What follows belongs to an exercise in optimizing a design on an open flow for small area, a short achievable clock period and few clock cycles per item; a production flow would make more cautious choices. Function was checked by simulation only, so behaviour that the tests miss may differ from the original. Power figures rest on the tool's default switching activity, not on a simulated workload.

Design mult8, start of the top module:
module mult8(clk, nRST, c_ALL, m_busy, a_data, b_data, mult_out, m_finish);
For scale: about 21 flip-flops, ~2400 um2 of cells after synthesis.
export LEC_CHECK = 0
export CAP_MARGIN = 20
export CORE_MARGIN = 2
export CORE_UTILIZATION = 40
export CTS_BUF_LIST = sky130_fd_sc_hd__clkbuf_4
export GPL_TIMING_DRIVEN = 0
export PLACE_DENSITY = 0.6
export SLEW_MARGIN = 20
create_clock -name core_clock -period 5.0 [get_ports {clk}]
standard.sh (not shown) runs the stock make flow with config.mk's settings and CLKGATE_MAP_FILE= SYNTH_SCRIPT=/design/flow/synth_recipe.tcl, a recipe that flattens the netlist after the stock synthesis.
==> flow/flow/run.sh <==
#!/bin/bash
# Own layout flow: the standard flow (standard.sh), with its synthesis
# script swapped for flow/synth.tcl, which sources the standard script
# synth_recipe.tcl but skips full-adder extraction and maps with flow/map.abc.
set -euo pipefail
work=$(pwd)
export MY_WORK_DIR=$work
export MY_FLOW_DIR=$work/flow
sed -e "s#SYNTH_SCRIPT=[^ ]*#SYNTH_SCRIPT=$work/flow/synth.tcl ADDER_MAP_FILE= BUFFER_PORTS_ARGS=\"-buffer_cell sky130_fd_sc_hd__buf_1\"#" standard.sh > own_standard.sh
bash own_standard.sh > own_flow.log 2>&1
==> flow/flow/map.abc <==
strash
dch
map -D 1500
topo
stime -c
buffer -c
upsize -c -D 1500
dnsize -c -D 1500
stime -c
==> flow/flow/map_out.abc <==
strash
dch
map -D 1200
topo
stime -c
buffer -c
upsize -c -D 1200
dnsize -c -D 1200
stime -c
==> flow/flow/synth.tcl <==
# Standard synthesis (synth_recipe.tcl, sourced unchanged) with two changes made
# from outside it: no full-adder extraction (ADDER_MAP_FILE is left empty on
# make's command line) and ABC technology mapping with delay-driven scripts:
# flow/map_out.abc for the logic between the registers and the outputs, then
# flow/map.abc for the rest.
proc abc {args} {
  set out {}
  set skip 0
  foreach a $args {
    if {$skip} { set skip 0; continue }
    if {$a eq "-script" || $a eq "-D"} { set skip 1; continue }
    lappend out $a
  }
  set dir $::env(MY_FLOW_DIR)
  if {[file exists $dir/map_out.abc]} {
    yosys select -set outcone o:* %ci*:-sky130_fd_sc_hd__edfxtp_1:-sky130_fd_sc_hd__dfrtp_1:-sky130_fd_sc_hd__dfxtp_1 t:\$_* %i
    puts "abc override: output cone with $dir/map_out.abc"
    yosys abc -script $dir/map_out.abc {*}$out @outcone
  }
  puts "abc override: rest with $dir/map.abc"
  yosys abc -script $dir/map.abc {*}$out
}
source $::env(MY_WORK_DIR)/synth_recipe.tcl
The first run went through all stages and came out clean.
Testbench counts at the start, summed over its fixed seeds: cycles 3,200, items 3,200.
Edit:
--- a/flow/flow/run.sh
+++ b/flow/flow/run.sh
@@ -8,3 +8,3 @@
 export MY_FLOW_DIR=$work/flow
-sed -e "s#SYNTH_SCRIPT=[^ ]*#SYNTH_SCRIPT=$work/flow/synth.tcl ADDER_MAP_FILE= BUFFER_PORTS_ARGS=\"-buffer_cell sky130_fd_sc_hd__buf_1\"#" standard.sh > own_standard.sh
+sed -e "s#SYNTH_SCRIPT=[^ ]*#SYNTH_SCRIPT=$work/flow/synth.tcl ADDER_MAP_FILE= SETUP_MOVE_SEQUENCE=unbuffer,sizeup,swap BUFFER_PORTS_ARGS=\"-buffer_cell sky130_fd_sc_hd__buf_1\"#" standard.sh > own_standard.sh
 bash own_standard.sh > own_flow.log 2>&1
==> flow/flow/map.abc (replaced) <==
strash
dch
map -D 1600
topo
stime -c
buffer -c
upsize -c -D 1600
dnsize -c -D 1600
stime -c
--- a/flow/config.mk
+++ b/flow/config.mk
@@ -13,2 +13,4 @@
 export PLACE_DENSITY = 0.6
+export SETUP_SLACK_MARGIN = 2.2
 export SLEW_MARGIN = 20
+export TNS_END_PERCENT = 5
- die area came out lower slightly
- worst setup slack gets better by 0.19 ns
- wire length came out higher slightly
- first-iteration DRC count came out higher by about a fifth
- synthesized cell count came out lower by a few percent
- sequential power came out higher by a few percent
- count of clock-buffer cells in the layout came out higher by 1
- final area came out higher by roughly a tenth
- total power came out higher by roughly a tenth
- sequential share of layout area came out lower by 2.0 points
Edit:
--- a/flow/flow/run.sh
+++ b/flow/flow/run.sh
@@ -8,3 +8,3 @@
 export MY_FLOW_DIR=$work/flow
-sed -e "s#SYNTH_SCRIPT=[^ ]*#SYNTH_SCRIPT=$work/flow/synth.tcl ADDER_MAP_FILE= SETUP_MOVE_SEQUENCE=unbuffer,sizeup,swap BUFFER_PORTS_ARGS=\"-buffer_cell sky130_fd_sc_hd__buf_1\"#" standard.sh > own_standard.sh
+sed -e "s#SYNTH_SCRIPT=[^ ]*#SYNTH_SCRIPT=$work/flow/synth.tcl ADDER_MAP_FILE= BUFFER_PORTS_ARGS=\"-buffer_cell sky130_fd_sc_hd__buf_1\"#" standard.sh > own_standard.sh
 bash own_standard.sh > own_flow.log 2>&1
==> flow/flow/map.abc (replaced) <==
strash
dch
map -D 1700
topo
stime -c
buffer -c
upsize -c -D 1700
dnsize -c -D 1700
stime -c
--- a/flow/config.mk
+++ b/flow/config.mk
@@ -13,4 +13,2 @@
 export PLACE_DENSITY = 0.6
-export SETUP_SLACK_MARGIN = 2.2
 export SLEW_MARGIN = 20
-export TNS_END_PERCENT = 5
The changed run completed with no timing, DRC or antenna violations.
Wire length goes down by 12%.
Worst setup slack loses 0.15 ns.
Cell count goes down by 2.6%.
Die area goes down by 1.5%.
Core utilization goes down by 5.0 points.
Clock power goes down by 6.0%.
Total power goes down by 6.0%.
Worst hold slack gains 0.0089 ns.
Sequential share of layout area goes up by 2.5 points.
Global-route usage goes down by 0.80 points.
Edit:
==> flow/flow/map.abc (replaced) <==
strash
dch
map -D 1600
topo
stime -c
buffer -c
upsize -c -D 1600
dnsize -c -D 1600
stime -c
==> flow/flow/map_out.abc (replaced) <==
strash
dch
map -D 900
topo
stime -c
buffer -c
upsize -c -D 900
dnsize -c -D 900
stime -c
--- a/flow/config.mk
+++ b/flow/config.mk
@@ -10,3 +10,2 @@
 export CORE_UTILIZATION = 40
-export CTS_BUF_LIST = sky130_fd_sc_hd__clkbuf_4
 export GPL_TIMING_DRIVEN = 0
Critical path depth is lower by 1; utilization goes up by 0.95 points; maximum frequency shrinks by 1.2%; area after synthesis rose by 3.6%; global-route usage rises by 0.79 points; worst setup slack got worse by 0.035 ns.

* * *

Setup of red:
mult8 again, from the RTL that the note above started with.
Settings: LEC_CHECK=0, CAP_MARGIN=20, CORE_MARGIN=2, CORE_UTILIZATION=40, CTS_BUF_LIST=sky130_fd_sc_hd__clkbuf_4, CTS_CLUSTER_SIZE=8, GPL_TIMING_DRIVEN=0, PLACE_DENSITY=0.6, SLEW_MARGIN=20; clock period 5.0 ns.
==> flow/flow/run.sh <==
#!/bin/bash
# Own layout flow: the standard flow (standard.sh), with its synthesis
# script swapped for flow/synth.tcl, which sources the standard script
# synth_recipe.tcl but skips full-adder extraction and maps with flow/map.abc.
set -euo pipefail
work=$(pwd)
export MY_WORK_DIR=$work
export MY_FLOW_DIR=$work/flow
sed -e "s#SYNTH_SCRIPT=[^ ]*#SYNTH_SCRIPT=$work/flow/synth.tcl ADDER_MAP_FILE= BUFFER_PORTS_ARGS=\"-buffer_cell sky130_fd_sc_hd__buf_1\"#" standard.sh > own_standard.sh
bash own_standard.sh > own_flow.log 2>&1
==> flow/flow/map.abc <==
strash
dch
map -D 1600
topo
stime -c
buffer -c
upsize -c -D 1600
dnsize -c -D 1600
stime -c
==> flow/flow/map_out.abc <==
strash
dch
map -D 1200
topo
stime -c
buffer -c
upsize -c -D 1200
dnsize -c -D 1200
stime -c
Scripts as last shown in full above: flow/flow/synth.tcl
red ended with every stage complete and zero timing, DRC or antenna violations.
Testbench counts of red, summed over its fixed seeds: cycles 3,200, items 3,200.
diff inputs: red => blue
Settings: a deleted CTS_BUF_LIST that had been sky130_fd_sc_hd__clkbuf_4; a deleted CTS_CLUSTER_SIZE that had been 8; an added SETUP_SLACK_MARGIN of 2.2.
-- flow/flow/run.sh --
<<< red, line 9
sed -e "s#SYNTH_SCRIPT=[^ ]*#SYNTH_SCRIPT=$work/flow/synth.tcl ADDER_MAP_FILE= BUFFER_PORTS_ARGS=\"-buffer_cell sky130_fd_sc_hd__buf_1\"#" standard.sh > own_standard.sh
>>> blue, line 9
sed -e "s#SYNTH_SCRIPT=[^ ]*#SYNTH_SCRIPT=$work/flow/synth.tcl ADDER_MAP_FILE= BUFFER_PORTS_ARGS=\"-buffer_cell sky130_fd_sc_hd__buf_2\"#" standard.sh > own_standard.sh
==> flow/flow/map_out.abc <==
strash
dch
map -D 900
topo
stime -c
buffer -c
upsize -c -D 900
dnsize -c -D 900
stime -c
--- outcome ---
In the metrics for blue and red, the one carrying the lower fraction of the cycle the final worst path needs is blue.
On post-synthesis compound-gate area fraction, red tracks blue almost exactly.
blue vs red — sequential share of layout area dropped 4.4 points.
Diff red -> blue: logic gate share of total power went up 3.5 points; multi-input logic portion of the cell area shrank by 3.3 points; net count after synthesis has increased; global-route usage level.
In blue relative to red, die area had gone up slightly.
Compared with red, synthesized netlist cell count in blue increased slightly.
Inputs modified between blue and green:
Settings: setting CTS_BUF_LIST to sky130_fd_sc_hd__clkbuf_4 for the first time; removing SETUP_SLACK_MARGIN (formerly 2.2).
-- flow/flow/run.sh --
<<< blue, line 9
sed -e "s#SYNTH_SCRIPT=[^ ]*#SYNTH_SCRIPT=$work/flow/synth.tcl ADDER_MAP_FILE= BUFFER_PORTS_ARGS=\"-buffer_cell sky130_fd_sc_hd__buf_2\"#" standard.sh > own_standard.sh
>>> green, line 9
sed -e "s#SYNTH_SCRIPT=[^ ]*#SYNTH_SCRIPT=$work/flow/synth.tcl ADDER_MAP_FILE= BUFFER_PORTS_ARGS=\"-buffer_cell sky130_fd_sc_hd__buf_1\"#" standard.sh > own_standard.sh
==> flow/flow/map.abc <==
strash
dch
map -D 1900
topo
stime -c
buffer -c
upsize -c -D 1900
dnsize -c -D 1900
stime -c
==> flow/flow/map_out.abc <==
strash
dch
map -D 1200
topo
stime -c
buffer -c
upsize -c -D 1200
dnsize -c -D 1200
stime -c
Findings:
The setup slack of green is smaller than that of blue.
green ends up with higher clock insertion delay at the later pin of the skew report than blue does.
Of green and blue, it is green that has the lower fraction of power spent switching nets.
Re quantity of I/O buffers inserted on ports: green is 2 down on blue.
green ended with less relative area change from synthesis to final layout than blue.
On row count, the lower figure sits with green, not blue.
[green vs blue] synthesized cell area: lower in green
Diff blue -> green | core area | decrease of about 7%

static timing again, ports no longer ideal:
In the flow no input, the clock included, has a driving cell. The finished layouts below were timed again as built, in two steps.
Step 1 assumes that a clkbuf_16 drives the clock port and a buf_2 every other input.
Step 2, shift: input delay + t, output delay - t, t = (earliest + latest rising clock arrival at the registers) / 2. This alone moves slack from input paths to output paths.
Slacks: ideal ports / drivers / drivers and shift; pairs: ideal ports / drivers.
run | t, ns | slack for setup (ns) | clock arrival spread, ns
the first run of note 1 | 0.328 | 2.009 / 2.008 / 1.681 | 0.009 / 0.009
the second run of note 1 | 0.327 | 2.201 / 2.202 / 1.875 | 0.012 / 0.012
the third run of note 1 | 0.330 | 2.055 / 2.060 / 1.731 | 0.007 / 0.007
the fourth run of note 1 | 0.298 | 2.020 / 2.032 / 1.733 | 0.004 / 0.005
red | 0.325 | 2.082 / 2.087 / 1.762 | 0.010 / 0.010
blue | 0.289 | 2.154 / 2.121 / 1.832 | 0.006 / 0.006
green | 0.318 | 1.870 / 1.872 / 1.554 | 0.002 / 0.002
After both steps every run listed still meets setup and hold. The setup slack of the first run of note 1, which loses most, moves by -0.001 ns with the drivers and by -0.328 ns with both steps.
